This design comes from an exercise in tuning for small area and a short achievable clock period on the open sky130 flow, not from production work.
In this exercise RTL edits were held to simulation tests only and were not proved equivalent to the original.
Power and IR drop assume default switching activity.

`config.mk`:
```
export PLATFORM = sky130hd
export DESIGN_NAME = custom_isa_extensions
export DESIGN_NICKNAME = custom_isa_extensions
export VERILOG_FILES = /design/flow/design.v
export SDC_FILE = /design/flow/constraint.sdc
export NUM_CORES = 4
export LEC_CHECK = 0
export ABC_CLOCK_PERIOD_IN_PS = 3000
export CAP_MARGIN = 20
export CORE_MARGIN = 2
export CORE_UTILIZATION = 55
export SETUP_SLACK_MARGIN = 5
export SLEW_MARGIN = 20
export TNS_END_PERCENT = 100
```
`constraint.sdc`:
```
create_clock -name core_clock -period 9.0 [get_ports {clk}]
set_input_delay 1.8000 -clock core_clock [delete_from_list [all_inputs] [get_ports {clk}]]
set_output_delay 1.8000 -clock core_clock [all_outputs]
set_load 0.01 [all_outputs]
```
`design.v`:
```
module custom_isa_extensions (
    input wire clk,
    input wire resetn,
    input wire is_custom_instruction,
    input wire is_vconv_instruction,
    input wire is_relu_instruction,
    input wire is_madd_instruction,
    input wire is_gemm_instruction,
    input wire [31:0] rs1_data,
    input wire [31:0] rs2_data,
    input wire [31:0] rs3_data,
    input wire instruction_valid,
    output reg instruction_ready,
    output reg [31:0] result_data,
    input wire [31:0] mem_addr,
    input wire [31:0] mem_wdata,
    output reg [31:0] mem_rdata,
    input wire [3:0] mem_wstrb,
    input wire mem_valid,
    output wire mem_ready,
    input wire mem_we
);
    reg s_idle, s_dec, s_vc, s_relu, s_madd, s_gemm, s_comp;
    reg [7:0] mst;               
    reg [4:0] cnt;               
    reg [31:0] temp;
    reg vph;                     
    reg fresh_v, fresh_g;        
    reg [15:0] vr [0:7];         
    reg [15:0] gr [0:15];        
    reg [15:0] xr, yr;           
    reg [15:0] x3r;              
    reg [15:0] sr, cr;           
    reg [15:0] ar;               
    reg [15:0] hd;               
    reg bm;                      
    reg tacc;                    
    reg m67;                     
    wire vc_last   = s_vc   & (cnt[3:0] == 4'd15);
    wire relu_last = s_relu & (cnt[1:0] == 2'd3);
    wire madd_last = mst[7];
    wire gemm_last = s_gemm & (cnt == 5'd31);
    wire go        = instruction_valid & is_custom_instruction;
    wire nbm       = ~bm;
    wire bm_n      = mst[2] | mst[3] | mst[4] | mst[5];   
    always @(posedge clk) begin
        if (!resetn) begin
            s_idle <= 1'b1;
            s_dec  <= 1'b0;
            s_vc   <= 1'b0;
            s_relu <= 1'b0;
            s_madd <= 1'b0;
            s_gemm <= 1'b0;
            s_comp <= 1'b0;
            mst    <= 8'd0;
        end else begin
            s_idle <= (s_idle & ~go) | s_comp |
                      (s_dec & ~(is_vconv_instruction | is_relu_instruction |
                                 is_madd_instruction | is_gemm_instruction));
            s_dec  <= s_idle & go;
            s_vc   <= (s_dec & is_vconv_instruction) | (s_vc & ~vc_last);
            s_relu <= (s_dec & ~is_vconv_instruction & is_relu_instruction) |
                      (s_relu & ~relu_last);
            s_madd <= (s_dec & ~is_vconv_instruction & ~is_relu_instruction &
                       is_madd_instruction) | (s_madd & ~madd_last);
            mst    <= {mst[6:0], s_dec & ~is_vconv_instruction &
                       ~is_relu_instruction & is_madd_instruction};
            s_gemm <= (s_dec & ~is_vconv_instruction & ~is_relu_instruction &
                       ~is_madd_instruction & is_gemm_instruction) |
                      (s_gemm & ~gemm_last);
            s_comp <= vc_last | relu_last | madd_last | gemm_last;
        end
    end
    always @(posedge clk) begin
        if (!resetn || !(s_vc | s_relu | s_gemm))
            cnt <= 5'd0;
        else
            cnt <= cnt + 5'd1;
    end
    always @(posedge clk) begin
        if (!resetn) begin
            bm   <= 1'b0;
            tacc <= 1'b0;
            m67  <= 1'b0;
        end else begin
            bm   <= bm_n;
            tacc <= (s_vc & (cnt[3:0] >= 4'd7) & (cnt[3:0] <= 4'd14)) |
                    (s_gemm & (cnt >= 5'd15) & (cnt <= 5'd30)) |
                    mst[4] | mst[5] | mst[6];
            m67  <= mst[5] | mst[6];
        end
    end
    wire use_p = (s_vc & ~vph & ~cnt[3]) | (s_gemm & ~cnt[4]);
    reg [15:0] xn, yn;
    always @(*) begin
        if (mst[0]) begin
            xn = rs1_data[15:0];
            yn = rs2_data[31:16];
        end else if (mst[1]) begin
            xn = temp[31:16];
            yn = temp[15:0];
        end else if (mst[2]) begin
            xn = {temp[23:16], temp[31:24]};
            yn = {temp[7:0], temp[15:8]};
        end else if (mst[3] | mst[5]) begin
            xn = {xr[7:0], xr[15:8]};
            yn = {yr[7:0], yr[15:8]};
        end else if (mst[4]) begin
            xn = xr;
            yn = {yr[7:0], yr[15:8]};
        end else begin
            xn = rs1_data[15:0];
            yn = use_p ? rs2_data[15:0] : 16'd0;
        end
    end
    wire [15:0] xg = {xn[15:8] & {8{~bm_n}}, xn[7:0]};
    always @(posedge clk) begin
        xr  <= xn;
        yr  <= yn;
        x3r <= xg + {xg[14:0], 1'b0};
    end
    wire [15:0] cs_s, cs_c;
    wire cs_x0 = xr[0];
    wire cs_x1 = xr[1];
    wire cs_x2 = xr[2];
    wire cs_x3 = xr[3];
    wire cs_x4 = xr[4];
    wire cs_x5 = xr[5];
    wire cs_x6 = xr[6];
    wire cs_x7 = xr[7];
    wire cs_x8 = xr[8] & nbm;
    wire cs_x9 = xr[9] & nbm;
    wire cs_x10 = xr[10] & nbm;
    wire cs_x11 = xr[11] & nbm;
    wire cs_x12 = xr[12] & nbm;
    wire cs_x13 = xr[13] & nbm;
    wire cs_x14 = xr[14] & nbm;
    wire cs_x15 = xr[15] & nbm;
    wire cs_d0a = ~yr[1] & yr[0];
    wire cs_d0b = yr[1] & ~yr[0];
    wire cs_d0c = yr[1] & yr[0];
    wire cs_d1a = ~yr[3] & yr[2];
    wire cs_d1b = yr[3] & ~yr[2];
    wire cs_d1c = yr[3] & yr[2];
    wire cs_d2a = ~yr[5] & yr[4];
    wire cs_d2b = yr[5] & ~yr[4];
    wire cs_d2c = yr[5] & yr[4];
    wire cs_d3a = ~yr[7] & yr[6];
    wire cs_d3b = yr[7] & ~yr[6];
    wire cs_d3c = yr[7] & yr[6];
    wire cs_d4a = ~yr[9] & yr[8] & nbm;
    wire cs_d4b = yr[9] & ~yr[8] & nbm;
    wire cs_d4c = yr[9] & yr[8] & nbm;
    wire cs_d5a = ~yr[11] & yr[10] & nbm;
    wire cs_d5b = yr[11] & ~yr[10] & nbm;
    wire cs_d5c = yr[11] & yr[10] & nbm;
    wire cs_d6a = ~yr[13] & yr[12] & nbm;
    wire cs_d6b = yr[13] & ~yr[12] & nbm;
    wire cs_d6c = yr[13] & yr[12] & nbm;
    wire cs_d7a = ~yr[15] & yr[14] & nbm;
    wire cs_d7b = yr[15] & ~yr[14] & nbm;
    wire cs_d7c = yr[15] & yr[14] & nbm;
    wire cs_p0_0 = (cs_d0a & cs_x0) | (cs_d0c & x3r[0]);
    wire cs_p0_1 = (cs_d0a & cs_x1) | (cs_d0c & x3r[1]) | (cs_d0b & cs_x0);
    wire cs_p0_2 = (cs_d0a & cs_x2) | (cs_d0c & x3r[2]) | (cs_d0b & cs_x1);
    wire cs_p0_3 = (cs_d0a & cs_x3) | (cs_d0c & x3r[3]) | (cs_d0b & cs_x2);
    wire cs_p0_4 = (cs_d0a & cs_x4) | (cs_d0c & x3r[4]) | (cs_d0b & cs_x3);
    wire cs_p0_5 = (cs_d0a & cs_x5) | (cs_d0c & x3r[5]) | (cs_d0b & cs_x4);
    wire cs_p0_6 = (cs_d0a & cs_x6) | (cs_d0c & x3r[6]) | (cs_d0b & cs_x5);
    wire cs_p0_7 = (cs_d0a & cs_x7) | (cs_d0c & x3r[7]) | (cs_d0b & cs_x6);
    wire cs_p0_8 = (cs_d0a & cs_x8) | (cs_d0c & x3r[8]) | (cs_d0b & cs_x7);
    wire cs_p0_9 = (cs_d0a & cs_x9) | (cs_d0c & x3r[9]) | (cs_d0b & cs_x8);
    wire cs_p0_10 = (cs_d0a & cs_x10) | (cs_d0c & x3r[10]) | (cs_d0b & cs_x9);
    wire cs_p0_11 = (cs_d0a & cs_x11) | (cs_d0c & x3r[11]) | (cs_d0b & cs_x10);
    wire cs_p0_12 = (cs_d0a & cs_x12) | (cs_d0c & x3r[12]) | (cs_d0b & cs_x11);
    wire cs_p0_13 = (cs_d0a & cs_x13) | (cs_d0c & x3r[13]) | (cs_d0b & cs_x12);
    wire cs_p0_14 = (cs_d0a & cs_x14) | (cs_d0c & x3r[14]) | (cs_d0b & cs_x13);
    wire cs_p0_15 = (cs_d0a & cs_x15) | (cs_d0c & x3r[15]) | (cs_d0b & cs_x14);
    wire cs_p1_0 = (cs_d1a & cs_x0) | (cs_d1c & x3r[0]);
    wire cs_p1_1 = (cs_d1a & cs_x1) | (cs_d1c & x3r[1]) | (cs_d1b & cs_x0);
    wire cs_p1_2 = (cs_d1a & cs_x2) | (cs_d1c & x3r[2]) | (cs_d1b & cs_x1);
    wire cs_p1_3 = (cs_d1a & cs_x3) | (cs_d1c & x3r[3]) | (cs_d1b & cs_x2);
    wire cs_p1_4 = (cs_d1a & cs_x4) | (cs_d1c & x3r[4]) | (cs_d1b & cs_x3);
    wire cs_p1_5 = (cs_d1a & cs_x5) | (cs_d1c & x3r[5]) | (cs_d1b & cs_x4);
    wire cs_p1_6 = (cs_d1a & cs_x6) | (cs_d1c & x3r[6]) | (cs_d1b & cs_x5);
    wire cs_p1_7 = (cs_d1a & cs_x7) | (cs_d1c & x3r[7]) | (cs_d1b & cs_x6);
    wire cs_p1_8 = (cs_d1a & cs_x8) | (cs_d1c & x3r[8]) | (cs_d1b & cs_x7);
    wire cs_p1_9 = (cs_d1a & cs_x9) | (cs_d1c & x3r[9]) | (cs_d1b & cs_x8);
    wire cs_p1_10 = (cs_d1a & cs_x10) | (cs_d1c & x3r[10]) | (cs_d1b & cs_x9);
    wire cs_p1_11 = (cs_d1a & cs_x11) | (cs_d1c & x3r[11]) | (cs_d1b & cs_x10);
    wire cs_p1_12 = (cs_d1a & cs_x12) | (cs_d1c & x3r[12]) | (cs_d1b & cs_x11);
    wire cs_p1_13 = (cs_d1a & cs_x13) | (cs_d1c & x3r[13]) | (cs_d1b & cs_x12);
    wire cs_p2_0 = (cs_d2a & cs_x0) | (cs_d2c & x3r[0]);
    wire cs_p2_1 = (cs_d2a & cs_x1) | (cs_d2c & x3r[1]) | (cs_d2b & cs_x0);
    wire cs_p2_2 = (cs_d2a & cs_x2) | (cs_d2c & x3r[2]) | (cs_d2b & cs_x1);
    wire cs_p2_3 = (cs_d2a & cs_x3) | (cs_d2c & x3r[3]) | (cs_d2b & cs_x2);
    wire cs_p2_4 = (cs_d2a & cs_x4) | (cs_d2c & x3r[4]) | (cs_d2b & cs_x3);
    wire cs_p2_5 = (cs_d2a & cs_x5) | (cs_d2c & x3r[5]) | (cs_d2b & cs_x4);
    wire cs_p2_6 = (cs_d2a & cs_x6) | (cs_d2c & x3r[6]) | (cs_d2b & cs_x5);
    wire cs_p2_7 = (cs_d2a & cs_x7) | (cs_d2c & x3r[7]) | (cs_d2b & cs_x6);
    wire cs_p2_8 = (cs_d2a & cs_x8) | (cs_d2c & x3r[8]) | (cs_d2b & cs_x7);
    wire cs_p2_9 = (cs_d2a & cs_x9) | (cs_d2c & x3r[9]) | (cs_d2b & cs_x8);
    wire cs_p2_10 = (cs_d2a & cs_x10) | (cs_d2c & x3r[10]) | (cs_d2b & cs_x9);
    wire cs_p2_11 = (cs_d2a & cs_x11) | (cs_d2c & x3r[11]) | (cs_d2b & cs_x10);
    wire cs_p3_0 = (cs_d3a & cs_x0) | (cs_d3c & x3r[0]);
    wire cs_p3_1 = (cs_d3a & cs_x1) | (cs_d3c & x3r[1]) | (cs_d3b & cs_x0);
    wire cs_p3_2 = (cs_d3a & cs_x2) | (cs_d3c & x3r[2]) | (cs_d3b & cs_x1);
    wire cs_p3_3 = (cs_d3a & cs_x3) | (cs_d3c & x3r[3]) | (cs_d3b & cs_x2);
    wire cs_p3_4 = (cs_d3a & cs_x4) | (cs_d3c & x3r[4]) | (cs_d3b & cs_x3);
    wire cs_p3_5 = (cs_d3a & cs_x5) | (cs_d3c & x3r[5]) | (cs_d3b & cs_x4);
    wire cs_p3_6 = (cs_d3a & cs_x6) | (cs_d3c & x3r[6]) | (cs_d3b & cs_x5);
    wire cs_p3_7 = (cs_d3a & cs_x7) | (cs_d3c & x3r[7]) | (cs_d3b & cs_x6);
    wire cs_p3_8 = (cs_d3a & cs_x8) | (cs_d3c & x3r[8]) | (cs_d3b & cs_x7);
    wire cs_p3_9 = (cs_d3a & cs_x9) | (cs_d3c & x3r[9]) | (cs_d3b & cs_x8);
    wire cs_p4_0 = (cs_d4a & cs_x0) | (cs_d4c & x3r[0]);
    wire cs_p4_1 = (cs_d4a & cs_x1) | (cs_d4c & x3r[1]) | (cs_d4b & cs_x0);
    wire cs_p4_2 = (cs_d4a & cs_x2) | (cs_d4c & x3r[2]) | (cs_d4b & cs_x1);
    wire cs_p4_3 = (cs_d4a & cs_x3) | (cs_d4c & x3r[3]) | (cs_d4b & cs_x2);
    wire cs_p4_4 = (cs_d4a & cs_x4) | (cs_d4c & x3r[4]) | (cs_d4b & cs_x3);
    wire cs_p4_5 = (cs_d4a & cs_x5) | (cs_d4c & x3r[5]) | (cs_d4b & cs_x4);
    wire cs_p4_6 = (cs_d4a & cs_x6) | (cs_d4c & x3r[6]) | (cs_d4b & cs_x5);
    wire cs_p4_7 = (cs_d4a & cs_x7) | (cs_d4c & x3r[7]) | (cs_d4b & cs_x6);
    wire cs_p5_0 = (cs_d5a & cs_x0) | (cs_d5c & x3r[0]);
    wire cs_p5_1 = (cs_d5a & cs_x1) | (cs_d5c & x3r[1]) | (cs_d5b & cs_x0);
    wire cs_p5_2 = (cs_d5a & cs_x2) | (cs_d5c & x3r[2]) | (cs_d5b & cs_x1);
    wire cs_p5_3 = (cs_d5a & cs_x3) | (cs_d5c & x3r[3]) | (cs_d5b & cs_x2);
    wire cs_p5_4 = (cs_d5a & cs_x4) | (cs_d5c & x3r[4]) | (cs_d5b & cs_x3);
    wire cs_p5_5 = (cs_d5a & cs_x5) | (cs_d5c & x3r[5]) | (cs_d5b & cs_x4);
    wire cs_p6_0 = (cs_d6a & cs_x0) | (cs_d6c & x3r[0]);
    wire cs_p6_1 = (cs_d6a & cs_x1) | (cs_d6c & x3r[1]) | (cs_d6b & cs_x0);
    wire cs_p6_2 = (cs_d6a & cs_x2) | (cs_d6c & x3r[2]) | (cs_d6b & cs_x1);
    wire cs_p6_3 = (cs_d6a & cs_x3) | (cs_d6c & x3r[3]) | (cs_d6b & cs_x2);
    wire cs_p7_0 = (cs_d7a & cs_x0) | (cs_d7c & x3r[0]);
    wire cs_p7_1 = (cs_d7a & cs_x1) | (cs_d7c & x3r[1]) | (cs_d7b & cs_x0);
    wire cs_s0 = cs_p0_12 ^ cs_p1_10;
    wire cs_c0 = cs_p0_12 & cs_p1_10;
    wire cs_s1 = cs_p0_13 ^ cs_p1_11 ^ cs_p2_9;
    wire cs_c1 = (cs_p0_13 & cs_p1_11) | (cs_p0_13 & cs_p2_9) | (cs_p1_11 & cs_p2_9);
    wire cs_s2 = cs_p0_14 ^ cs_p1_12 ^ cs_p2_10;
    wire cs_c2 = (cs_p0_14 & cs_p1_12) | (cs_p0_14 & cs_p2_10) | (cs_p1_12 & cs_p2_10);
    wire cs_s3 = cs_p3_8 ^ cs_p4_6;
    wire cs_c3 = cs_p3_8 & cs_p4_6;
    wire cs_s4 = cs_p0_15 ^ cs_p1_13 ^ cs_p2_11;
    wire cs_s5 = cs_p3_9 ^ cs_p4_7 ^ cs_p5_5;
    wire cs_s6 = cs_p0_8 ^ cs_p1_6;
    wire cs_c6 = cs_p0_8 & cs_p1_6;
    wire cs_s7 = cs_p0_9 ^ cs_p1_7 ^ cs_p2_5;
    wire cs_c7 = (cs_p0_9 & cs_p1_7) | (cs_p0_9 & cs_p2_5) | (cs_p1_7 & cs_p2_5);
    wire cs_s8 = cs_p0_10 ^ cs_p1_8 ^ cs_p2_6;
    wire cs_c8 = (cs_p0_10 & cs_p1_8) | (cs_p0_10 & cs_p2_6) | (cs_p1_8 & cs_p2_6);
    wire cs_s9 = cs_p3_4 ^ cs_p4_2;
    wire cs_c9 = cs_p3_4 & cs_p4_2;
    wire cs_s10 = cs_p0_11 ^ cs_p1_9 ^ cs_p2_7;
    wire cs_c10 = (cs_p0_11 & cs_p1_9) | (cs_p0_11 & cs_p2_7) | (cs_p1_9 & cs_p2_7);
    wire cs_s11 = cs_p3_5 ^ cs_p4_3 ^ cs_p5_1;
    wire cs_c11 = (cs_p3_5 & cs_p4_3) | (cs_p3_5 & cs_p5_1) | (cs_p4_3 & cs_p5_1);
    wire cs_s12 = cs_s0 ^ cs_p2_8 ^ cs_p3_6;
    wire cs_c12 = (cs_s0 & cs_p2_8) | (cs_s0 & cs_p3_6) | (cs_p2_8 & cs_p3_6);
    wire cs_s13 = cs_p4_4 ^ cs_p5_2 ^ cs_p6_0;
    wire cs_c13 = (cs_p4_4 & cs_p5_2) | (cs_p4_4 & cs_p6_0) | (cs_p5_2 & cs_p6_0);
    wire cs_s14 = cs_c0 ^ cs_s1 ^ cs_p3_7;
    wire cs_c14 = (cs_c0 & cs_s1) | (cs_c0 & cs_p3_7) | (cs_s1 & cs_p3_7);
    wire cs_s15 = cs_p4_5 ^ cs_p5_3 ^ cs_p6_1;
    wire cs_c15 = (cs_p4_5 & cs_p5_3) | (cs_p4_5 & cs_p6_1) | (cs_p5_3 & cs_p6_1);
    wire cs_s16 = cs_c1 ^ cs_s2 ^ cs_s3;
    wire cs_c16 = (cs_c1 & cs_s2) | (cs_c1 & cs_s3) | (cs_s2 & cs_s3);
    wire cs_s17 = cs_p5_4 ^ cs_p6_2 ^ cs_p7_0;
    wire cs_c17 = (cs_p5_4 & cs_p6_2) | (cs_p5_4 & cs_p7_0) | (cs_p6_2 & cs_p7_0);
    wire cs_s18 = cs_c2 ^ cs_c3 ^ cs_s4;
    wire cs_s19 = cs_s5 ^ cs_p6_3 ^ cs_p7_1;
    wire cs_s20 = cs_p0_6 ^ cs_p1_4;
    wire cs_c20 = cs_p0_6 & cs_p1_4;
    wire cs_s21 = cs_p0_7 ^ cs_p1_5 ^ cs_p2_3;
    wire cs_c21 = (cs_p0_7 & cs_p1_5) | (cs_p0_7 & cs_p2_3) | (cs_p1_5 & cs_p2_3);
    wire cs_s22 = cs_s6 ^ cs_p2_4 ^ cs_p3_2;
    wire cs_c22 = (cs_s6 & cs_p2_4) | (cs_s6 & cs_p3_2) | (cs_p2_4 & cs_p3_2);
    wire cs_s23 = cs_c6 ^ cs_s7 ^ cs_p3_3;
    wire cs_c23 = (cs_c6 & cs_s7) | (cs_c6 & cs_p3_3) | (cs_s7 & cs_p3_3);
    wire cs_s24 = cs_c7 ^ cs_s8 ^ cs_s9;
    wire cs_c24 = (cs_c7 & cs_s8) | (cs_c7 & cs_s9) | (cs_s8 & cs_s9);
    wire cs_s25 = cs_c8 ^ cs_c9 ^ cs_s10;
    wire cs_c25 = (cs_c8 & cs_c9) | (cs_c8 & cs_s10) | (cs_c9 & cs_s10);
    wire cs_s26 = cs_c10 ^ cs_c11 ^ cs_s12;
    wire cs_c26 = (cs_c10 & cs_c11) | (cs_c10 & cs_s12) | (cs_c11 & cs_s12);
    wire cs_s27 = cs_c12 ^ cs_c13 ^ cs_s14;
    wire cs_c27 = (cs_c12 & cs_c13) | (cs_c12 & cs_s14) | (cs_c13 & cs_s14);
    wire cs_s28 = cs_c14 ^ cs_c15 ^ cs_s16;
    wire cs_c28 = (cs_c14 & cs_c15) | (cs_c14 & cs_s16) | (cs_c15 & cs_s16);
    wire cs_s29 = cs_c16 ^ cs_c17 ^ cs_s18;
    wire cs_s30 = cs_p0_4 ^ cs_p1_2;
    wire cs_c30 = cs_p0_4 & cs_p1_2;
    wire cs_s31 = cs_p0_5 ^ cs_p1_3 ^ cs_p2_1;
    wire cs_c31 = (cs_p0_5 & cs_p1_3) | (cs_p0_5 & cs_p2_1) | (cs_p1_3 & cs_p2_1);
    wire cs_s32 = cs_s20 ^ cs_p2_2 ^ cs_p3_0;
    wire cs_c32 = (cs_s20 & cs_p2_2) | (cs_s20 & cs_p3_0) | (cs_p2_2 & cs_p3_0);
    wire cs_s33 = cs_c20 ^ cs_s21 ^ cs_p3_1;
    wire cs_c33 = (cs_c20 & cs_s21) | (cs_c20 & cs_p3_1) | (cs_s21 & cs_p3_1);
    wire cs_s34 = cs_c21 ^ cs_s22 ^ cs_p4_0;
    wire cs_c34 = (cs_c21 & cs_s22) | (cs_c21 & cs_p4_0) | (cs_s22 & cs_p4_0);
    wire cs_s35 = cs_c22 ^ cs_s23 ^ cs_p4_1;
    wire cs_c35 = (cs_c22 & cs_s23) | (cs_c22 & cs_p4_1) | (cs_s23 & cs_p4_1);
    wire cs_s36 = cs_c23 ^ cs_s24 ^ cs_p5_0;
    wire cs_c36 = (cs_c23 & cs_s24) | (cs_c23 & cs_p5_0) | (cs_s24 & cs_p5_0);
    wire cs_s37 = cs_c24 ^ cs_s25 ^ cs_s11;
    wire cs_c37 = (cs_c24 & cs_s25) | (cs_c24 & cs_s11) | (cs_s25 & cs_s11);
    wire cs_s38 = cs_c25 ^ cs_s26 ^ cs_s13;
    wire cs_c38 = (cs_c25 & cs_s26) | (cs_c25 & cs_s13) | (cs_s26 & cs_s13);
    wire cs_s39 = cs_c26 ^ cs_s27 ^ cs_s15;
    wire cs_c39 = (cs_c26 & cs_s27) | (cs_c26 & cs_s15) | (cs_s27 & cs_s15);
    wire cs_s40 = cs_c27 ^ cs_s28 ^ cs_s17;
    wire cs_c40 = (cs_c27 & cs_s28) | (cs_c27 & cs_s17) | (cs_s28 & cs_s17);
    wire cs_s41 = cs_c28 ^ cs_s29 ^ cs_s19;
    assign cs_s[0] = cs_p0_0;
    assign cs_c[0] = 1'b0;
    assign cs_s[1] = cs_p0_1;
    assign cs_c[1] = 1'b0;
    assign cs_s[2] = cs_p0_2;
    assign cs_c[2] = cs_p1_0;
    assign cs_s[3] = cs_p0_3;
    assign cs_c[3] = cs_p1_1;
    assign cs_s[4] = cs_s30;
    assign cs_c[4] = cs_p2_0;
    assign cs_s[5] = cs_c30;
    assign cs_c[5] = cs_s31;
    assign cs_s[6] = cs_c31;
    assign cs_c[6] = cs_s32;
    assign cs_s[7] = cs_c32;
    assign cs_c[7] = cs_s33;
    assign cs_s[8] = cs_c33;
    assign cs_c[8] = cs_s34;
    assign cs_s[9] = cs_c34;
    assign cs_c[9] = cs_s35;
    assign cs_s[10] = cs_c35;
    assign cs_c[10] = cs_s36;
    assign cs_s[11] = cs_c36;
    assign cs_c[11] = cs_s37;
    assign cs_s[12] = cs_c37;
    assign cs_c[12] = cs_s38;
    assign cs_s[13] = cs_c38;
    assign cs_c[13] = cs_s39;
    assign cs_s[14] = cs_c39;
    assign cs_c[14] = cs_s40;
    assign cs_s[15] = cs_c40;
    assign cs_c[15] = cs_s41;
    always @(posedge clk) begin
        sr <= cs_s;
        cr <= cs_c;
    end
    wire [15:0] p16 = ar + sr + cr;
    always @(posedge clk) begin
        if (s_dec)
            ar <= is_vconv_instruction ? (fresh_v ? 16'd0 : vr[6])
                                       : (fresh_g ? 16'd0 : gr[14]);
        else if (s_vc)
            ar <= fresh_v ? 16'd0 : vr[7];
        else if (s_gemm)
            ar <= fresh_g ? 16'd0 : gr[15];
        else if (mst[1])
            ar <= 16'd0;
        else if (mst[2] | mst[3] | mst[4])
            ar <= p16;
    end
    integer i;
    always @(posedge clk) begin
        if (s_vc) begin
            for (i = 0; i < 7; i = i + 1)
                vr[i] <= vr[i + 1];
            vr[7] <= vr[0];
            vr[5] <= p16;
        end
    end
    always @(posedge clk) begin
        if (s_gemm) begin
            for (i = 0; i < 15; i = i + 1)
                gr[i] <= gr[i + 1];
            gr[15] <= gr[0];
            gr[13] <= p16;
        end
    end
    always @(posedge clk) begin
        if (!resetn) begin
            vph <= 1'b0;
            fresh_v <= 1'b1;
            fresh_g <= 1'b1;
        end else begin
            if (vc_last)
                vph <= ~vph;
            if (s_vc & (cnt[3:0] == 4'd8))
                fresh_v <= 1'b0;
            if (s_gemm & (cnt == 5'd16))
                fresh_g <= 1'b0;
        end
    end
    always @(posedge clk) begin
        if (s_vc & (cnt[3:0] >= 4'd7) & (cnt[3:0] <= 4'd14))
            hd <= vr[1];
        else if (s_gemm & (cnt >= 5'd15) & (cnt <= 5'd30))
            hd <= gr[1];
        else
            hd <= 16'd0;
    end
    wire m5 = mst[5];
    wire [31:0] tx = {ar & {16{m5}}, hd} | {8'd0, sr & {16{m67}}, 8'd0} |
                     {16'd0, sr & {16{m5}}};
    wire [31:0] ty = {8'd0, cr & {16{m67}}, 8'd0} | {16'd0, cr & {16{m5}}};
    wire [31:0] t3s = temp ^ tx ^ ty;
    wire [31:0] t3c = (temp & tx) | (temp & ty) | (tx & ty);
    wire [31:0] tsum = t3s + {t3c[30:0], 1'b0};
    always @(posedge clk) begin
        if (!resetn)
            temp <= 32'd0;
        else if (tacc)
            temp <= tsum;
        else if (s_relu & (cnt[1:0] == 2'd0))
            temp <= rs1_data[31] ? 32'd0 : rs1_data;
        else if (mst[0])
            temp <= {rs1_data[31:16], rs2_data[15:0]};
        else if (mst[1])
            temp <= {xr, temp[15:0]};
        else if (mst[4])
            temp <= rs3_data;
    end
    always @(posedge clk) begin
        if (!resetn)
            instruction_ready <= 1'b0;
        else if (s_idle | s_comp)
            instruction_ready <= 1'b1;
        else if (s_dec)
            instruction_ready <= 1'b0;
    end
    always @(posedge clk) begin
        if (!resetn || s_idle)
            result_data <= 32'd0;
        else if (vc_last | gemm_last | (s_relu & cnt[1]))
            result_data <= temp;
        else if (madd_last)
            result_data <= tsum;
    end
    always @(posedge clk) begin
        if (!resetn)
            mem_rdata <= 32'd0;
        else if (mem_valid && !mem_we)
            mem_rdata <= {mem_addr[7:0], mem_addr[15:8], mem_addr[23:16], mem_addr[31:24]};
    end
    assign mem_ready = 1'b1;
endmodule
```
`flow/run.sh`:
```
#!/bin/bash
# Standard layout, with a larger setup repair margin (the SDC and its period are
# unchanged) and regular buffers instead of delay buffers on the ports.
set -euo pipefail
MARGIN=$(cat flow/margin.txt)
bash standard.sh "SETUP_SLACK_MARGIN=$MARGIN" \
  "BUFFER_PORTS_ARGS=-buffer_cell sky130_fd_sc_hd__buf_2" finish > standard_flow.log 2>&1
```
`flow/margin.txt`:
```
6.0
```
`standard.sh`:
```
#!/bin/bash
# synth_recipe.tcl (not shown) runs the flow's synth.tcl, then flattens the netlist and writes it again
# the make line also repeats each setting of config.mk as NAME=value (left out here)
make -C /OpenROAD-flow-scripts/flow DESIGN_CONFIG=/design/flow/config.mk WORK_HOME=/design/flow/orfs CLKGATE_MAP_FILE= SYNTH_SCRIPT=/design/flow/synth_recipe.tcl "${@:-finish}"
```
==> summary.md, run 1 <==
| Metric | Value |
|---|---|
| Most area-consuming cells after synthesis | edfxtp_1 43%, dfxtp_1 15%, fa_1 4.9%, ha_1 3.6%, nand2_1 3.0% |
| Synthesis-stage register bit count | 615 |
| CORE AREA | 50,200 um2 |
| Synth area leader | edfxtp_1 |
| Post-DP HPWL | 54,500 um |
| Critical path class | input pin to register |
| Netlist cell types | 66 |
| TritonCTS clock tree | yes |
| Post-synth ARST share | 0% |
| Antenna violations before repair | 1 |
| # hold bufs at CTS | 0 |
| RSZ-0062 raised after global routing | yes |
| Final setup viols | 0 |
| Clock tree sinks | 615 |
| Hold Vio Cnt, Final | 0 |
| Vias per cell | 6.05 |
| M1 WL | 34,200 um |
| Row count | 82 |
| Post-detailed-route count of antenna-violating nets | 0 |
| Reg clk slew, reported paths | 0.06 ns |
| Fin util | 68.9% |
| Routed wl met2 | 35,200 um |
| Slew Limit Headroom | 24.5% |
| Max Cap Viol | 0 |
| # port buffers | 202 |
| Critical Path RT | 9.57 ns |
| CP arrival | 4.58 ns |
| Synth Flop Type | edfxtp_1 |
| Most common cell in the netlist | edfxtp_1 |
| Synth top cells by count | 400 x edfxtp_1, 225 x nand2_1, 215 x dfxtp_1, 139 x a21oi_1, 130 x nor2_1 |
| CP startpoint kind | input pin |
| Crit path time final | 4.01 ns |
| Global-route total usage across every layer | 29.6% |
| First-pass GRT wire length | 117,000 um |
| Routed met3 length | 5770 um |
| Hold Slack | 0.390 ns |
| Pwr Density | 185 nW/um2 |
| Setup TNS | 0 ns |
| Pin count of the biggest net entering global routing | 199 |
| Final nets | 2,926 |
| Outcome | complete, no violations |
| Die Width | 229 um |
| Period utilization | 44.6% |
| Final GP Congestion | 0.979 |
| I/O pin cnt | 240 |
| Sequential element share of the synthesized area | 58.5% |
| Max Freq | 249 MHz |
| Leakage | 13.0 nW |
| Cells after Synth | 2,338 |
| Syn Std Cell Area | 27,900 um2 |
| Post-synth EDFFs | 400 |
| Synth warn | 3 |
| Max-slew violations | 0 |
| Area Growth Syn to Fin | 23.9% |
| Worst-Skew Late Latency | 0.64 ns |
| Final wirelength | 79,800 um |
| Worst Setup End Kind | register |
| Starting density of the core | 55.6% |
| Die area | 52,600 um2 |
| Top cell type's share of synthesized area | 43.0% |
| Syn avg cell area | 11.9 um2 |
| Router iterations before antenna repair | 6 |
| Clock root buffer | clkbuf_16 |
| Clock Tree Buf Depth | 3 |
| Share of layout cells above drive strength 1 | 30.9% |
| Initial drt markers | 2,191 |
| Critical Path Fanout Max | 3 |
| DR top layer | met4 |
| Clock skew | 0.0453 ns |
| Remaining Overflow, GRT | 0 |
| Remaining DRCs | 0 |
| Syn nets | 2,660 |
| Worst-margin pin slew | 1.13 ns |
| Die Ht | 229 um |
| Vias in the first global route | 19,100 |
| Worst VDD drop | 0.202 mV |
| Vias | 20,100 |
| Htree depth | 2 |
| WL per Instance | 24.0 um |
| Clock buffer count from CTS | 60 |
| Tot Pwr | 6.40 mW |
| HP Class | register to register |
-- where the power goes --
group	internal [mW]	switching [mW]
Clock	1.48	1.08
Combinational	0.297	0.343
Sequential	3.08	0.120
-- metal layers --
| layer | up-vias | GRT usage (%) |
|---|---|---|
| met1 | 9887 | 42.0 |
| met2 | 953 | 44.9 |
| met5 | - | 0 |
| met3 | 229 | 4.16 |
| li1 | 9064 | - |
| met4 | 0 | 14.7 |
-- flip-flops by register name, indices dropped and copies added, names as in the netlist, 5 cells and up --
| register | flops |
|---|---|
| hd | 16 |
| mem_rdata | 32 |
| ar | 16 |
| mst | 8 |
| sr | 16 |
| x3r | 16 |
| result_data | 32 |
| gr | 256 |
| xr | 15 |
| temp | 32 |
| vr | 128 |
| yr | 16 |
| cnt | 5 |
| cr | 14 |
-- final cells by class --
cell class | instances | area, um2
clock buffer | 76 | 1620
timing repair buffer | 349 | 2430
inverter | 120 | 450
multi-input combinational | 1458 | 12400
antenna | 2 | 5.00
clock inverter | 36 | 424
tap | 672 | 841
sequential | 615 | 16400
fill | 3608 | 15600
-- critical path: stages --
cell	delay, ns
buf_4	0.12
mux2i_1	0.07
a211oi_1	0.27
a21oi_1	0.06
nor2_1	0.12
a21oi_1	0.05
o21a_1	0.24
inv_2	0.13
ha_4	0.22
a21o_1	0.16
a21oi_2	0.17
o21ai_2	0.09
a211o_1	0.29
a31oi_4	0.24
o21ai_2	0.09
a21o_1	0.18
a21oi_2	0.15
xnor2_1	0.12
-- cell usage in the layout, fill, tap and decap left out, drive strengths merged, types with 16 or more instances in the layout --
cell	n
and2	32
a31oi	16
a22oi	84
a211oi	53
a21o	19
buf	348
fa	68
ha	80
mux2	53
nor2	130
a221oi	40
xnor2	56
edfxtp	400
clkbuf	76
a21oi	139
mux2i	46
xor2	16
nand3	18
a22o	44
nand2	225
o21ai	132
dfxtp	215
inv	123
a21boi	36
clkinv	22
nor2b	31
-- metrics by stage --
step                      area [um2]  instances  worst slack, ns
after floorplan                28500       2338             4.78
after global placement         29900       3089             4.18
after detailed placement       29900       3089             4.13
after CTS                      33600       3287             4.97
after global routing           34600       3327             4.85
final                          34600       3328             4.99
-- cell families (layout without fill, tap and decap cells) --
group / after synthesis / after routing / synth area share [%]
other cells: 1 / 3 / 0.0134
fa+ha+maj: 148 / 148 / 8.46
compound gates: 631 / 631 / 15.3
simple gates: 507 / 507 / 8.13
xor+xnor: 72 / 72 / 2.26
flops: 615 / 615 / 58.5
buf+inv: 265 / 581 / 3.60
mux: 99 / 99 / 3.79
-- path summary, 6_finish.rpt --
path / startpoint / end / slack (ns) / cells after the start
max: rs1_data[2] / x3r[14]$_DFF_P_ / 4.99 / 18
min: gr[0][15]$_DFFE_PP_ / gr[15][15]$_DFFE_PP_ / 0.39 / 0
max reg2reg: mst[5]$_SDFF_PN0_ / temp[29]$_SDFFE_PN0P_ / 5.16 / 15
min reg2reg: gr[0][15]$_DFFE_PP_ / gr[15][15]$_DFFE_PP_ / 0.39 / 0
-- what timing repair did --
action,in CTS,in global routing
setup endpoints to repair,114,109
buffers inserted,85,39
pin swaps,122,103
resized for setup,205,137
cloned,1,0
==> run 2: changes to the inputs <==
==> run.sh (new file) <==
#!/bin/bash
# synth_recipe.tcl (not shown) runs the flow's synth.tcl, then flattens the netlist and writes it again
# the make line also repeats each setting of config.mk as NAME=value (left out here)
make -C /OpenROAD-flow-scripts/flow DESIGN_CONFIG=/design/flow/config.mk WORK_HOME=/design/flow/orfs CLKGATE_MAP_FILE= SYNTH_SCRIPT=/design/flow/synth_recipe.tcl finish
removed: flow/run.sh
removed: flow/margin.txt
removed: standard.sh
==> summary.md, run 2 <==
| Metric | Value |
|---|---|
| Max Cap Viol | 0 (unchanged) |
| Share of layout cells above drive strength 1 | 11.3% (was 30.9%) |
| Clock root buffer | clkbuf_16 (unchanged) |
| Tot Pwr | 6.12 mW (was 6.40 mW) |
| Worst Setup End Kind | register (unchanged) |
| Critical Path Fanout Max | 4 (was 3) |
| WL per Instance | 24.1 um (was 24.0 um) |
| Commonest cells after routing, fill and taps aside | 400 x edfxtp_1, 225 x nand2_1, 207 x dfxtp_1, 191 x clkdlybuf4s50_1, 131 x a21oi_1 (was 400 x edfxtp_1, 218 x nand2_1, 199 x buf_2, 183 x dfxtp_1, 117 x nor2_1) |
| Initial drt markers | 2,058 (was 2,191) |
| Post-Synth Adder-Cell Area | 8.46% (unchanged) |
| Dpl cell area | 30,500 um2 (was 29,900 um2) |
| Final GP Congestion | 0.985 (was 0.979) |
| Post-synth EDFFs | 400 (unchanged) |
| Synth Flop Type | edfxtp_1 (unchanged) |
| Reg power frac | 52.0% (was 49.9%) |
| Router iterations before antenna repair | 5 (was 6) |
| Worst-Skew Late Latency | 0.65 ns (was 0.64 ns) |
| Leading cell type in the layout, fill and taps excluded | edfxtp_1 (unchanged) |
| End of the critical path | x3r[14]$_DFF_P_ (unchanged) |
| Xor/xnor cell area share of the yosys netlist | 2.26% (unchanged) |
| Crit path time final | 4.08 ns (was 4.01 ns) |
| Sw frac | 24.1% (about the same) |
| Clock skew | 0.0527 ns (was 0.0453 ns) |
| Die area | 52,600 um2 (unchanged) |
| Reg clk slew, reported paths | 0.06 ns (about the same) |
| CORE AREA | 50,200 um2 (unchanged) |
| Largest family of logic cells by synthesized area | compound AO/OA/AOI/OAI gates (unchanged) |
| HP Class | register to register (unchanged) |
| Remaining DRCs | 0 (unchanged) |
| CP arrival | 4.62 ns (was 4.58 ns) |
| Post-detailed-route count of antenna-violating nets | 0 (unchanged) |
| Post-synthesis mux area share | 3.79% (unchanged) |
| Setup slack, reg-to-reg | 5.08 ns (was 5.16 ns) |
| Largest registers | gr x256, vr x128 (unchanged) |
| I/O pin cnt | 240 (unchanged) |
| Slew Limit Headroom | 21.8% (was 24.5%) |
| Leakage | 11.9 nW (was 13.0 nW) |
| Starting density of the core | 55.6% (unchanged) |
| Max-slew violations | 0 (unchanged) |
| Simple-gate area share of the yosys netlist | 8.13% (unchanged) |
| Finished layout cell area | 32,900 um2 (was 34,600 um2) |
| Net Sw Power | 1.48 mW (was 1.54 mW) |
| Most common cell in the netlist | edfxtp_1 (unchanged) |
| Antenna violations before repair | 0 (was 1) |
| Vias in the first global route | 18,300 (was 19,100) |
| Area Growth Syn to Fin | 18.0% (was 23.9%) |
| Synthesis-stage register bit count | 615 (unchanged) |
| Setup TNS | 0 ns (unchanged) |
| Hold Vio Cnt, Final | 0 (unchanged) |
| Final setup viols | 0 (unchanged) |
| Die Ht | 229 um (unchanged) |
| # port buffers | 202 (unchanged) |
| Clock buffer count from CTS | 58 (was 60) |
| Worst VDD drop | 0.212 mV (was 0.202 mV) |
| Row count | 82 (unchanged) |
| Syn Std Cell Area | 27,900 um2 (unchanged) |
| Vias per cell | 6.01 (was 6.05) |
| Max Freq | 245 MHz (was 249 MHz) |
| Logic pwr share | 9.0% (was 10.0%) |
| Fin util | 65.6% (was 68.9%) |
| Synth Area in Compound Gates | 15.3% (unchanged) |
| Storage cell area | 16,300 um2 (was 16,400 um2) |
| Hold Slack | 0.396 ns (was 0.390 ns) |
| Pint | 4.64 mW (was 4.86 mW) |
| Netlist cell types | 66 (unchanged) |
| Clk pwr share | 39.0% (was 40.1%) |
| Global-route total usage across every layer | 29.0% (was 29.6%) |
| Period utilization | 45.4% (was 44.6%) |
| Most flop-heavy register | gr (unchanged) |
| Pin count of the biggest net entering global routing | 197 (was 199) |
| TritonCTS clock tree | yes (unchanged) |
| FILL cells | 3,773 (was 3,608) |
| Worst-margin pin slew | 1.17 ns (was 1.13 ns) |
| First-pass GRT wire length | 115,000 um (was 117,000 um) |
| Post-synth ARST share | 0% (unchanged) |
| Remaining Overflow, GRT | 0 (unchanged) |
| Syn avg cell area | 11.9 um2 (unchanged) |
| Syn nets | 2,660 (unchanged) |
| Outcome | complete, no violations (unchanged) |
| Multi-input logic area | 10,900 um2 (was 12,400 um2) |
| RSZ-0062 raised after global routing | yes (unchanged) |
| Final worst slack | 4.92 ns (was 4.99 ns) |
| Pwr Density | 186 nW/um2 (was 185 nW/um2) |
| Critical path class | input pin to register (unchanged) |
| Non-Filler Instances | 3,231 (was 3,328) |
| Top cell type's share of synthesized area | 43.0% (unchanged) |
| Post-placement cell count | 3,098 (was 3,089) |
| CP startpoint kind | input pin (unchanged) |
| Most area-consuming cells after synthesis | edfxtp_1 43%, dfxtp_1 15%, fa_1 4.9%, ha_1 3.6%, nand2_1 3.0% (unchanged) |
| Clock tree sinks | 615 (unchanged) |
| Synth warn | 3 (unchanged) |
| # hold bufs at CTS | 0 (unchanged) |
| Synth top cells by count | 400 x edfxtp_1, 225 x nand2_1, 215 x dfxtp_1, 139 x a21oi_1, 130 x nor2_1 (unchanged) |
| Die Width | 229 um (unchanged) |
| CP startpoint | rs1_data[8] (was rs1_data[2]) |
| Post-DP HPWL | 55,000 um (was 54,500 um) |
| Pre-CTS WS | 3.57 ns (was 4.13 ns) |
| RR Startpoint | mst[5]$_SDFF_PN0_ (unchanged) |
| Clock Tree Buf Depth | 3 (unchanged) |
| Critical Path RT | 9.53 ns (was 9.57 ns) |
| Max reg flops | 256 (unchanged) |
| Worst reg2reg path endpoint | x3r[15]$_DFF_P_ (was temp[29]$_SDFFE_PN0P_) |
| R2R depth | 21 (was 15) |
| Sequential element share of the synthesized area | 58.5% (unchanged) |
| Vias | 19,400 (was 20,100) |
| Htree depth | 2 (unchanged) |
| Synth area leader | edfxtp_1 (unchanged) |
| Cells after Synth | 2,338 (unchanged) |
| Final wirelength | 77,900 um (was 79,800 um) |
| Final nets | 2,832 (was 2,926) |
==> run 2: cell counts after synthesis <==
No cell type changed its count.
==> run 2: worst min-delay path by stage <==
| stage | from | cells past startpoint | endpoint | slack, ns |
|---|---|---|---|---|
| 2_1_floorplan | gr[11][0]$_DFFE_PP_ | 0 | gr[10][0]$_DFFE_PP_ | 0.40 |
| 3_3_place_gp | vr[0][9]$_DFFE_PP_ | 0 | vr[7][9]$_DFFE_PP_ | 0.40 |
| 3_5_place_dp | gr[11][15]$_DFFE_PP_ | 0 | gr[10][15]$_DFFE_PP_ | 0.40 |
| 4_1_cts | gr[0][6]$_DFFE_PP_ | 0 | gr[15][6]$_DFFE_PP_ | 0.39 |
| 5_1_grt | vr[0][6]$_DFFE_PP_ | 0 | vr[7][6]$_DFFE_PP_ | 0.40 |
| 6_report | vr[0][6]$_DFFE_PP_ | 0 | vr[7][6]$_DFFE_PP_ | 0.40 |
==> run 2: worst max-delay path: stages <==
cell and delay, ns:
dlygate4sd2_1 0.31, mux2i_1 0.10, a211oi_1 0.26, a21oi_1 0.06, nor2_1 0.11, a21oi_1 0.06, o21ai_2 0.20, nor2b_4 0.20
ha_1 0.30, a21o_1 0.20, a21oi_2 0.17, inv_1 0.07, a21oi_2 0.19, o21ai_2 0.09, a21o_1 0.20, a21oi_2 0.15
xnor2_1 0.13
==> run 2: repair_timing <==
item,CTS,global route
gates resized for setup,61,41
setup buffers,9,13
setup endpoints to repair,26,25
pin swaps,24,29
gates cloned,0,2
==> run 2: routing by layer <==
| layer | track usage, % | up-vias | routed length [um] |
|---|---|---|---|
| li1 | - | 8884 | - |
| met1 | 42.1 | 9519 | 34300 |
| met2 | 43.9 | 833 | 34500 |
| met3 | 4.33 | 176 | 5420 |
| met4 | 11.9 | 0 | 3630 |
| met5 | 0 | - | 0 |
==> run 2: kinds of logic (layout without fill, tap and decap cells) <==
logic type / after synthesis / count (layout)
compound gates: 631 / 631
xor+xnor: 72 / 72
fa+ha+maj: 148 / 148
buf+inv: 265 / 485
flops: 615 / 615
mux: 99 / 99
other cells: 1 / 2
simple gates: 507 / 507
==> run 2: power by group through the flow <==
| stage | logic, mW | registers (mW) | clock network (mW) |
|---|---|---|---|
| after floorplan | 0.297 | 3.19 | 0 |
| after global routing | 0.589 | 3.19 | 2.54 |
| final | 0.548 | 3.19 | 2.39 |
| after detailed placement | 0.514 | 3.24 | 0 |
| after CTS | 0.533 | 3.18 | 2.43 |
| after global placement | 0.508 | 3.24 | 0 |
==> run 2: layout make-up <==
cell class / count / area share (%)
clock inverters: 23 / 0.703
clock buffers: 85 / 5.05
well taps: 672 / 2.55
multi-input cells: 1458 / 33.1
diodes: 1 / 0.00760
inverters: 120 / 1.37
repair buffers: 257 / 7.59
flip-flops and latches: 615 / 49.6
==> run 3: changes to the inputs <==
--- a/design.v
+++ b/design.v
@@ -11,7 +11,7 @@
     input wire [31:0] rs3_data,
     input wire instruction_valid,
     output reg instruction_ready,
-    output reg [31:0] result_data,
+    output wire [31:0] result_data,
     input wire [31:0] mem_addr,
     input wire [31:0] mem_wdata,
     output reg [31:0] mem_rdata,
@@ -35,6 +35,8 @@
     reg [15:0] hd;               
     reg bm;                      
     reg tacc;                    
+    reg pend_v, pend_g;          
+    reg show;                    
     reg m67;                     
     wire vc_last   = s_vc   & (cnt[3:0] == 4'd15);
     wire relu_last = s_relu & (cnt[1:0] == 2'd3);
@@ -84,8 +86,9 @@
             m67  <= 1'b0;
         end else begin
             bm   <= bm_n;
-            tacc <= (s_vc & (cnt[3:0] >= 4'd7) & (cnt[3:0] <= 4'd14)) |
-                    (s_gemm & (cnt >= 5'd15) & (cnt <= 5'd30)) |
+            tacc <= (s_vc & (cnt[3:0] >= 4'd7) & (cnt[3:0] <= 4'd13)) |
+                    (s_gemm & (cnt >= 5'd15) & (cnt <= 5'd29)) |
+                    (s_comp & (pend_v | pend_g)) |
                     mst[4] | mst[5] | mst[6];
             m67  <= mst[5] | mst[6];
         end
@@ -113,11 +116,15 @@
             yn = use_p ? rs2_data[15:0] : 16'd0;
         end
     end
-    wire [15:0] xg = {xn[15:8] & {8{~bm_n}}, xn[7:0]};
+    wire [15:0] x3i = rs1_data[15:0] + {rs1_data[14:0], 1'b0};
+    wire [15:0] xg  = mst[1]            ? temp[31:16] :
+                      mst[2]            ? {8'd0, temp[31:24]} :
+                      (mst[3] | mst[5]) ? {8'd0, xr[15:8]} : {8'd0, xr[7:0]};
+    wire [15:0] x3g = xg + {xg[14:0], 1'b0};
     always @(posedge clk) begin
         xr  <= xn;
         yr  <= yn;
-        x3r <= xg + {xg[14:0], 1'b0};
+        x3r <= (mst[1] | mst[2] | mst[3] | mst[4] | mst[5]) ? x3g : x3i;
     end
     wire [15:0] cs_s, cs_c;
     wire cs_x0 = xr[0];
@@ -392,10 +399,14 @@
         end
     end
     always @(posedge clk) begin
-        if (s_vc & (cnt[3:0] >= 4'd7) & (cnt[3:0] <= 4'd14))
+        if (s_vc & (cnt[3:0] >= 4'd7) & (cnt[3:0] <= 4'd13))
             hd <= vr[1];
-        else if (s_gemm & (cnt >= 5'd15) & (cnt <= 5'd30))
+        else if (s_gemm & (cnt >= 5'd15) & (cnt <= 5'd29))
             hd <= gr[1];
+        else if (s_comp & pend_v)
+            hd <= vr[7];
+        else if (s_comp & pend_g)
+            hd <= gr[15];
         else
             hd <= 16'd0;
     end
@@ -429,13 +440,17 @@
             instruction_ready <= 1'b0;
     end
     always @(posedge clk) begin
-        if (!resetn || s_idle)
-            result_data <= 32'd0;
-        else if (vc_last | gemm_last | (s_relu & cnt[1]))
-            result_data <= temp;
-        else if (madd_last)
-            result_data <= tsum;
+        if (!resetn) begin
+            show   <= 1'b0;
+            pend_v <= 1'b0;
+            pend_g <= 1'b0;
+        end else begin
+            show   <= (s_relu & cnt[1]) | vc_last | gemm_last | madd_last | s_comp;
+            pend_v <= vc_last;
+            pend_g <= gemm_last;
+        end
     end
+    assign result_data = temp & {32{show}};
     always @(posedge clk) begin
         if (!resetn)
             mem_rdata <= 32'd0;
==> flow/run.sh (new file) <==
#!/bin/bash
# Standard layout, with a larger setup repair margin (the SDC and its period are
# unchanged) and regular buffers instead of delay buffers on the ports.
set -euo pipefail
MARGIN=$(cat flow/margin.txt)
bash standard.sh "SETUP_SLACK_MARGIN=$MARGIN" \
  "BUFFER_PORTS_ARGS=-buffer_cell sky130_fd_sc_hd__buf_2" finish > standard_flow.log 2>&1
==> flow/margin.txt (new file) <==
6.0
==> standard.sh (new file) <==
#!/bin/bash
# synth_recipe.tcl (not shown) runs the flow's synth.tcl, then flattens the netlist and writes it again
# the make line also repeats each setting of config.mk as NAME=value (left out here)
make -C /OpenROAD-flow-scripts/flow DESIGN_CONFIG=/design/flow/config.mk WORK_HOME=/design/flow/orfs CLKGATE_MAP_FILE= SYNTH_SCRIPT=/design/flow/synth_recipe.tcl "${@:-finish}"
removed: run.sh
==> summary.md, run 3 <==
| Metric | Value |
|---|---|
| Slew Limit Headroom | 27.3% (was 21.8%) |
| Post-synth EDFFs | 416 (was 400) |
| Row count | 82 (unchanged) |
| Clock Tree Buf Depth | 3 (unchanged) |
| Worst Setup End Kind | register (unchanged) |
| Period utilization | 38.7% (was 45.4%) |
| Clock skew | 0.0370 ns (was 0.0527 ns) |
| Outcome | complete, no violations (unchanged) |
| Number of diodes | 0 (was 1) |
| Largest registers | gr x256, vr x128 (unchanged) |
| Clock root buffer | clkbuf_16 (unchanged) |
| Clock buffer count from CTS | 58 (unchanged) |
| Critical path class | register to register (was input pin to register) |
| Starting density of the core | 55.7% (was 55.6%) |
| Syn Std Cell Area | 27,900 um2 (about the same) |
| Share of layout cells above drive strength 1 | 32.3% (was 11.3%) |
| Max Freq | 287 MHz (was 245 MHz) |
| HP Class | register to register (unchanged) |
| Router iterations before antenna repair | 8 (was 5) |
| Final wirelength | 86,300 um (was 77,900 um) |
| Clock tree sinks | 587 (was 615) |
| First-pass GRT wire length | 125,000 um (was 115,000 um) |
| Post-detailed-route count of antenna-violating nets | 0 (unchanged) |
| Most common cell in the netlist | edfxtp_1 (unchanged) |
| TritonCTS clock tree | yes (unchanged) |
| Netlist cell types | 76 (was 66) |
| Area Growth Syn to Fin | 25.6% (was 18.0%) |
| Leading cell type in the layout, fill and taps excluded | edfxtp_1 (unchanged) |
| # port buffers | 202 (unchanged) |
| Critical Path Fanout Max | 6 (was 4) |
| CORE AREA | 50,200 um2 (unchanged) |
| Initial drt markers | 2,596 (was 2,058) |
| Max-slew violations | 0 (unchanged) |
| Synth top cells by count | 416 x edfxtp_1, 260 x nand2_1, 172 x a21oi_1, 171 x dfxtp_1, 117 x clkbuf_1 (was 400 x edfxtp_1, 225 x nand2_1, 215 x dfxtp_1, 139 x a21oi_1, 130 x nor2_1) |
| Cells after Synth | 2,369 (was 2,338) |
| RSZ-0062 raised after global routing | yes (unchanged) |
| Synth Flop Type | edfxtp_1 (unchanged) |
| Post-synth ARST share | 0% (unchanged) |
| Max reg flops | 256 (unchanged) |
| CP arrival | 3.97 ns (was 4.62 ns) |
| Crit path time final | 3.49 ns (was 4.08 ns) |
| Pre-CTS WS | 4.56 ns (was 3.57 ns) |
| Final worst slack | 5.51 ns (was 4.92 ns) |
| Worst VDD drop | 0.201 mV (was 0.212 mV) |
| FILL cells | 3,591 (was 3,773) |
| Sequential element share of the synthesized area | 57.0% (was 58.5%) |
| Hold Slack | 0.408 ns (was 0.396 ns) |
| Top cell type's share of synthesized area | 44.7% (was 43.0%) |
| Pwr Density | 175 nW/um2 (was 186 nW/um2) |
| I/O pin cnt | 240 (unchanged) |
| Synth warn | 3 (unchanged) |
| Most flop-heavy register | gr (unchanged) |
| Worst-margin pin slew | 1.09 ns (was 1.17 ns) |
| Remaining Overflow, GRT | 0 (unchanged) |
| Synth area leader | edfxtp_1 (unchanged) |
| Hold Vio Cnt, Final | 0 (unchanged) |
| Commonest cells after routing, fill and taps aside | 416 x edfxtp_1, 246 x nand2_1, 169 x buf_2, 133 x dfxtp_1, 133 x buf_4 (was 400 x edfxtp_1, 225 x nand2_1, 207 x dfxtp_1, 191 x clkdlybuf4s50_1, 131 x a21oi_1) |
| Final nets | 3,009 (was 2,832) |
| Final setup viols | 0 (unchanged) |
| Die Width | 229 um (about the same) |
| Syn avg cell area | 11.8 um2 (was 11.9 um2) |
| Vias per cell | 6.21 (was 6.01) |
| Post-DP HPWL | 57,400 um (was 55,000 um) |
| Global-route total usage across every layer | 31.7% (was 29.0%) |
| WL per Instance | 25.4 um (was 24.1 um) |
| Setup TNS | 0 ns (unchanged) |
| Remaining DRCs | 0 (unchanged) |
| Reg clk slew, reported paths | 0.06 ns (about the same) |
| Die Ht | 229 um (about the same) |
| Pin count of the biggest net entering global routing | 94 (was 197) |
| Antenna violations before repair | 2 (was 0) |
| CP startpoint kind | register (was input pin) |
| Synthesis-stage register bit count | 587 (was 615) |
| Vias | 21,100 (was 19,400) |
| Syn nets | 2,706 (was 2,660) |
| Leakage | 13.4 nW (was 11.9 nW) |
| Most area-consuming cells after synthesis | edfxtp_1 45%, dfxtp_1 12%, fa_1 4.9%, ha_1 4.2%, nand2_1 3.5% (was edfxtp_1 43%, dfxtp_1 15%, fa_1 4.9%, ha_1 3.6%, nand2_1 3.0%) |
| Htree depth | 2 (unchanged) |
| Max Cap Viol | 0 (unchanged) |
| Critical Path RT | 9.48 ns (was 9.53 ns) |
| Worst-Skew Late Latency | 0.64 ns (was 0.65 ns) |
| Die area | 52,600 um2 (about the same) |
| Final GP Congestion | 0.981 (was 0.985) |
| Vias in the first global route | 20,100 (was 18,300) |
| # hold bufs at CTS | 0 (unchanged) |
-- run 3: changes by cell type after synthesis, moves of 16 or more --
cell	delta
a21boi_0	-35
inv_1	-31
a21oi_1	+33
mux2i_1	-30
nor2_1	-35
edfxtp_1	+16
and2_1	+30
o21ai_1	+18
dfxtp_1	-44
nand2_1	+35
a211oi_1	-33
-- run 3: final cells by class --
cell class	count	area, um2	area share [%]
multi-input cells	1554	13100	37.2
clock inverters	39	387	1.10
flip-flops and latches	587	16000	45.6
inverters	92	354	1.01
repair inverters	2	15.0	0.0428
repair buffers	377	2920	8.31
well taps	672	841	2.40
clock buffers	69	1520	4.34
-- run 3: power by group --
part	leakage (nW)	switching (mW)	internal, mW
sequential	5.20	0.0992	2.97
combinational	7.28	0.377	0.304
clock	0.934	1.03	1.39
total	13.4	1.50	4.66
-- run 3: final timing paths --
kind | slack (ns) | from | end | depth (start not counted)
setup / recovery | 5.51 | mst[5]$_SDFF_PN0_ | x3r[13]$_DFF_P_ | 17
hold reg to reg | 0.41 | vr[3][3]$_DFFE_PP_ | vr[2][3]$_DFFE_PP_ | 0
hold / removal | 0.41 | vr[3][3]$_DFFE_PP_ | vr[2][3]$_DFFE_PP_ | 0
setup reg to reg | 5.51 | mst[5]$_SDFF_PN0_ | x3r[13]$_DFF_P_ | 17
-- run 3: cell families (layout without fill, tap and decap cells) --
kind of cell / count (synthesis) / in the layout / synth area share [%]
compound gates: 676 / 676 / 16.0
xor+xnor: 78 / 78 / 2.44
fa+ha+maj: 163 / 163 / 9.15
buf+inv: 229 / 579 / 3.13
flops: 587 / 587 / 57.0
mux: 74 / 74 / 2.91
other cells: 1 / 1 / 0.0134
simple gates: 561 / 562 / 9.38
-- run 3: metrics by stage --
step	util, %	power (mW)	cells	cell area (um2)
2_1_floorplan	-	3.40	2369	28400
3_3_place_gp	59.5	3.63	3132	29800
3_5_place_dp	59.5	3.64	3132	29900
4_1_cts	67.0	6.12	3327	33600
5_1_grt	70.0	6.35	3392	35100
6_report	70.0	6.16	3392	35100
-- run 3: what timing repair did --
item	CTS	global route
pin swaps	73	133
endpoints found under the hold margin	0	0
setup endpoints to repair	251	206
buffers inserted	81	62
gates cloned	6	3
gates resized for setup	247	191
-- run 3: critical path, stage by stage, from the launching register on --
cell and delay, ns:
dfxtp_4 0.41, buf_8 0.15, buf_16 0.14, nor2_4 0.23, buf_6 0.15, a21oi_2 0.05, o31ai_2 0.25, ha_2 0.24
inv_2 0.04, fa_2 0.35, nor2b_2 0.13, o21ai_2 0.07, a21oi_2 0.23, a2111oi_4 0.06, o21bai_1 0.26, a21boi_1 0.12
xor2_1 0.16, o211ai_1 0.30
-- run 3: per-layer routing --
layer	track usage, %	wire length [um]
met5	0	0
met4	12.0	4180
met1	44.7	36000
met3	5.73	7390
met2	49.0	38600
==> run 4: changes to the inputs <==
--- a/config.mk
+++ b/config.mk
@@ -5,7 +5,7 @@
 export SDC_FILE = /design/flow/constraint.sdc
 export NUM_CORES = 4
 export LEC_CHECK = 0
-export ABC_CLOCK_PERIOD_IN_PS = 3000
+export ABC_CLOCK_PERIOD_IN_PS = 1500
 export CAP_MARGIN = 20
 export CORE_MARGIN = 2
 export CORE_UTILIZATION = 55
==> summary.md, run 4 <==
| Metric | Value |
|---|---|
| HP Class | register to register (unchanged) |
| Initial drt markers | 2,596 (unchanged) |
| Syn Std Cell Area | 27,900 um2 (unchanged) |
| Global routing usage on met2 | 49.0% (unchanged) |
| Leading cell type in the layout, fill and taps excluded | edfxtp_1 (unchanged) |
| Worst reg2reg path endpoint | x3r[13]$_DFF_P_ (unchanged) |
| Worst Hold Endpoint | vr[2][3]$_DFFE_PP_ (unchanged) |
| Worst-margin pin slew | 1.09 ns (unchanged) |
| FILL cells | 3,591 (unchanged) |
| Xor/xnor cell area share of the yosys netlist | 2.44% (unchanged) |
| Remaining Overflow, GRT | 0 (unchanged) |
| Net Sw Power | 1.50 mW (unchanged) |
| Worst VDD drop | 0.201 mV (unchanged) |
| Outcome | complete, no violations (unchanged) |
| Critical path class | register to register (unchanged) |
| Crit path time final | 3.49 ns (unchanged) |
| Critical Path RT | 9.48 ns (about the same) |
| Storage cell area | 16,000 um2 (unchanged) |
| WL per Instance | 25.4 um (unchanged) |
| Post-synthesis mux area share | 2.91% (unchanged) |
| Die Ht | 229 um (unchanged) |
| Post-synth EDFFs | 416 (unchanged) |
| Tot Pwr | 6.16 mW (unchanged) |
| First-pass GRT wire length | 125,000 um (unchanged) |
| Final GP Congestion | 0.981 (unchanged) |
| Hold Slack | 0.408 ns (unchanged) |
| Die Width | 229 um (unchanged) |
| Max Freq | 287 MHz (unchanged) |
| Vias | 21,100 (unchanged) |
| Sw frac | 24.4% (unchanged) |
| Max reg flops | 256 (unchanged) |
| Htree depth | 2 (unchanged) |
| Starting density of the core | 55.7% (unchanged) |
| Setup slack, reg-to-reg | 5.51 ns (about the same) |
| Post-Synth Adder-Cell Area | 9.15% (unchanged) |
| Synth area leader | edfxtp_1 (unchanged) |
| Row count | 82 (unchanged) |
| Final wirelength | 86,300 um (unchanged) |
| Met1 usage | 44.7% (unchanged) |
| Synth Area in Compound Gates | 16.0% (unchanged) |
| Post-synth ARST share | 0% (unchanged) |
| Hold Crit Start | vr[3][3]$_DFFE_PP_ (unchanged) |
| Simple-gate area share of the yosys netlist | 9.38% (unchanged) |
| Most area-consuming cells after synthesis | edfxtp_1 45%, dfxtp_1 12%, fa_1 4.9%, ha_1 4.2%, nand2_1 3.5% (unchanged) |
| Clock tree sinks | 587 (unchanged) |
| Clock skew | 0.0370 ns (unchanged) |
| Worst Setup End Kind | register (unchanged) |
| Reg clk slew, reported paths | 0.06 ns (about the same) |
| Antenna violations before repair | 2 (unchanged) |
| Pwr Density | 175 nW/um2 (unchanged) |
| Syn avg cell area | 11.8 um2 (unchanged) |
| Synth top cells by count | 416 x edfxtp_1, 260 x nand2_1, 172 x a21oi_1, 171 x dfxtp_1, 117 x clkbuf_1 (unchanged) |
| TritonCTS clock tree | yes (unchanged) |
| # hold bufs at CTS | 0 (unchanged) |
| Area Growth Syn to Fin | 25.6% (unchanged) |
| Post-placement cell count | 3,132 (unchanged) |
| GR Util met3 | 5.73% (unchanged) |
| Synthesis-stage register bit count | 587 (unchanged) |
| Netlist cell types | 76 (unchanged) |
| Pin count of the biggest net entering global routing | 94 (unchanged) |
| Vias per cell | 6.21 (unchanged) |
| Pint | 4.66 mW (unchanged) |
| Commonest cells after routing, fill and taps aside | 416 x edfxtp_1, 246 x nand2_1, 169 x buf_2, 133 x dfxtp_1, 133 x buf_4 (unchanged) |
| Share of layout cells above drive strength 1 | 32.3% (unchanged) |
| CP arrival | 3.97 ns (about the same) |
| Clock root buffer | clkbuf_16 (unchanged) |
| Clock Tree Buf Depth | 3 (unchanged) |
| Clk pwr share | 39.2% (about the same) |
| Period utilization | 38.7% (unchanged) |
| Worst-Skew Late Latency | 0.64 ns (about the same) |
| Number of diodes | 0 (unchanged) |
| I/O pin cnt | 240 (unchanged) |
| Remaining DRCs | 0 (unchanged) |
| Clock buffer count from CTS | 58 (unchanged) |
| Multi-input logic area | 13,100 um2 (unchanged) |
| Top cell type's share of synthesized area | 44.7% (unchanged) |
| Reg power frac | 49.8% (about the same) |
| Max Cap Viol | 0 (unchanged) |
| RR Startpoint | mst[5]$_SDFF_PN0_ (unchanged) |
| RSZ-0062 raised after global routing | yes (unchanged) |
| Hold Vio Cnt, Final | 0 (unchanged) |
| Syn nets | 2,706 (unchanged) |
| Hold Path Cell Cnt | 0 (unchanged) |
| Sequential element share of the synthesized area | 57.0% (unchanged) |
| Slew Limit Headroom | 27.3% (unchanged) |
| Non-Filler Instances | 3,392 (unchanged) |
| Router iterations before antenna repair | 8 (unchanged) |
| Final nets | 3,009 (unchanged) |
| Global-route total usage across every layer | 31.7% (unchanged) |
| Setup TNS | 0 ns (unchanged) |
| # port buffers | 202 (unchanged) |
| Synth warn | 3 (unchanged) |
| GR peak layer | met2 (unchanged) |
| Critical Path Fanout Max | 6 (unchanged) |
| Final setup viols | 0 (unchanged) |
| CORE AREA | 50,200 um2 (unchanged) |
| Max-slew violations | 0 (unchanged) |
| CP startpoint kind | register (unchanged) |
| Fin util | 70.0% (unchanged) |
| R2R depth | 17 (unchanged) |
| Cells after Synth | 2,369 (unchanged) |
| Most common cell in the netlist | edfxtp_1 (unchanged) |
| Post-DP HPWL | 57,400 um (unchanged) |
| Logic pwr share | 11.1% (about the same) |
| Leakage | 13.4 nW (unchanged) |
| Largest registers | gr x256, vr x128 (unchanged) |
| Vias in the first global route | 20,100 (unchanged) |
| Synth Flop Type | edfxtp_1 (unchanged) |
| Die area | 52,600 um2 (unchanged) |
| Most flop-heavy register | gr (unchanged) |
| Largest family of logic cells by synthesized area | compound AO/OA/AOI/OAI gates (unchanged) |
| Post-detailed-route count of antenna-violating nets | 0 (unchanged) |
run 4: cell counts after synthesis:
No cell type changed its count.
run 4: power by group through the flow:
stage	clock network (mW)	registers, mW	logic [mW]
after floorplan	0	3.07	0.331
after global placement	0	3.12	0.507
after detailed placement	0	3.12	0.513
after CTS	2.45	3.06	0.605
after global routing	2.56	3.07	0.729
final	2.41	3.07	0.681
run 4: kinds of logic (layout without fill, tap and decap cells):
group           after synthesis  count (layout)
simple gates                561             562
flops                       587             587
mux                          74              74
xor+xnor                     78              78
other cells                   1               1
compound gates              676             676
fa+ha+maj                   163             163
buf+inv                     229             579
run 4: how the worst max path moves through the flow:
stage | startpoint | endpoint | cells after the start
2_1_floorplan | yr[0]$_DFF_P_ | cr[15]$_DFF_P_ | 16
3_3_place_gp | yr[0]$_DFF_P_ | cr[15]$_DFF_P_ | 13
3_5_place_dp | yr[0]$_DFF_P_ | cr[15]$_DFF_P_ | 13
4_1_cts | yr[2]$_DFF_P_ | cr[15]$_DFF_P_ | 15
5_1_grt | mst[5]$_SDFF_PN0_ | x3r[13]$_DFF_P_ | 17
6_report | mst[5]$_SDFF_PN0_ | x3r[13]$_DFF_P_ | 17
run 4: critical path: stages, from the launching register on:
cell and delay (ns):
dfxtp_4 0.41, buf_8 0.15, buf_16 0.14, nor2_4 0.23, buf_6 0.15, a21oi_2 0.05
o31ai_2 0.25, ha_2 0.24, inv_2 0.04, fa_2 0.35, nor2b_2 0.13, o21ai_2 0.07
a21oi_2 0.23, a2111oi_4 0.06, o21bai_1 0.26, a21boi_1 0.12, xor2_1 0.16, o211ai_1 0.30
run 4: final cells by class:
type                            instances  share of cell area, %
Inverter                               92                   1.01
Timing Repair inverter                  2                 0.0428
Sequential cell                       587                   45.6
Timing Repair Buffer                  377                   8.31
Clock inverter                         39                   1.10
Tap cell                              672                   2.40
Clock buffer                           69                   4.34
Multi-Input combinational cell       1554                   37.2
run 4: through the flow:
step / setup WS (ns) / instance area (um2)
2_1_floorplan: 5.59 / 28400
3_3_place_gp: 4.50 / 29800
3_5_place_dp: 4.56 / 29900
4_1_cts: 5.57 / 33600
5_1_grt: 5.42 / 35100
6_report: 5.51 / 35100
run 4: routing by layer:
layer	vias up	part of all wire [%]
li1	9394	-
met1	10400	42
met2	1091	45
met3	214	8.6
met4	0	4.8
met5	-	0
run 4: repair_timing:
action | 4_1_cts | 5_1_grt
setup buffers | 81 | 62
cloned | 6 | 3
resized for setup | 247 | 191
endpoints found under the setup margin | 251 | 206
pin swaps | 73 | 133

==> separate check: timing with driven ports <==
No port has a modelled driver above. Below, the same layouts with a new extraction and two added sets of constraints. Step 1, drivers: a clkbuf_16 drives clk and a buf_2 each remaining input, both assumed. Step 2 times the ports against the registers' clock, not the clock port: input delays grow and output delays shrink by t, the midpoint of the rising clock arrivals with the driver on. Slacks: ideal / step 1 / step 2; pairs: ideal / step 1.
run	t (ns)	setup slack, ns	hold WS [ns]	worst setup path after step 2
run 1	0.677	4.987 / 5.017 / 4.339	0.390 / 0.390 / 0.390	input to register
run 2	0.690	4.915 / 4.946 / 4.256	0.396 / 0.396 / 0.396	input to register
run 3	0.677	5.515 / 5.515 / 5.121	0.408 / 0.408 / 0.408	input to register
run 4	0.677	5.515 / 5.515 / 5.121	0.408 / 0.408 / 0.408	input to register
After both steps setup and hold are still met in every run listed. The setup slack of run 2, which loses most, moves by +0.031 ns with the drivers and by -0.659 ns with both steps.
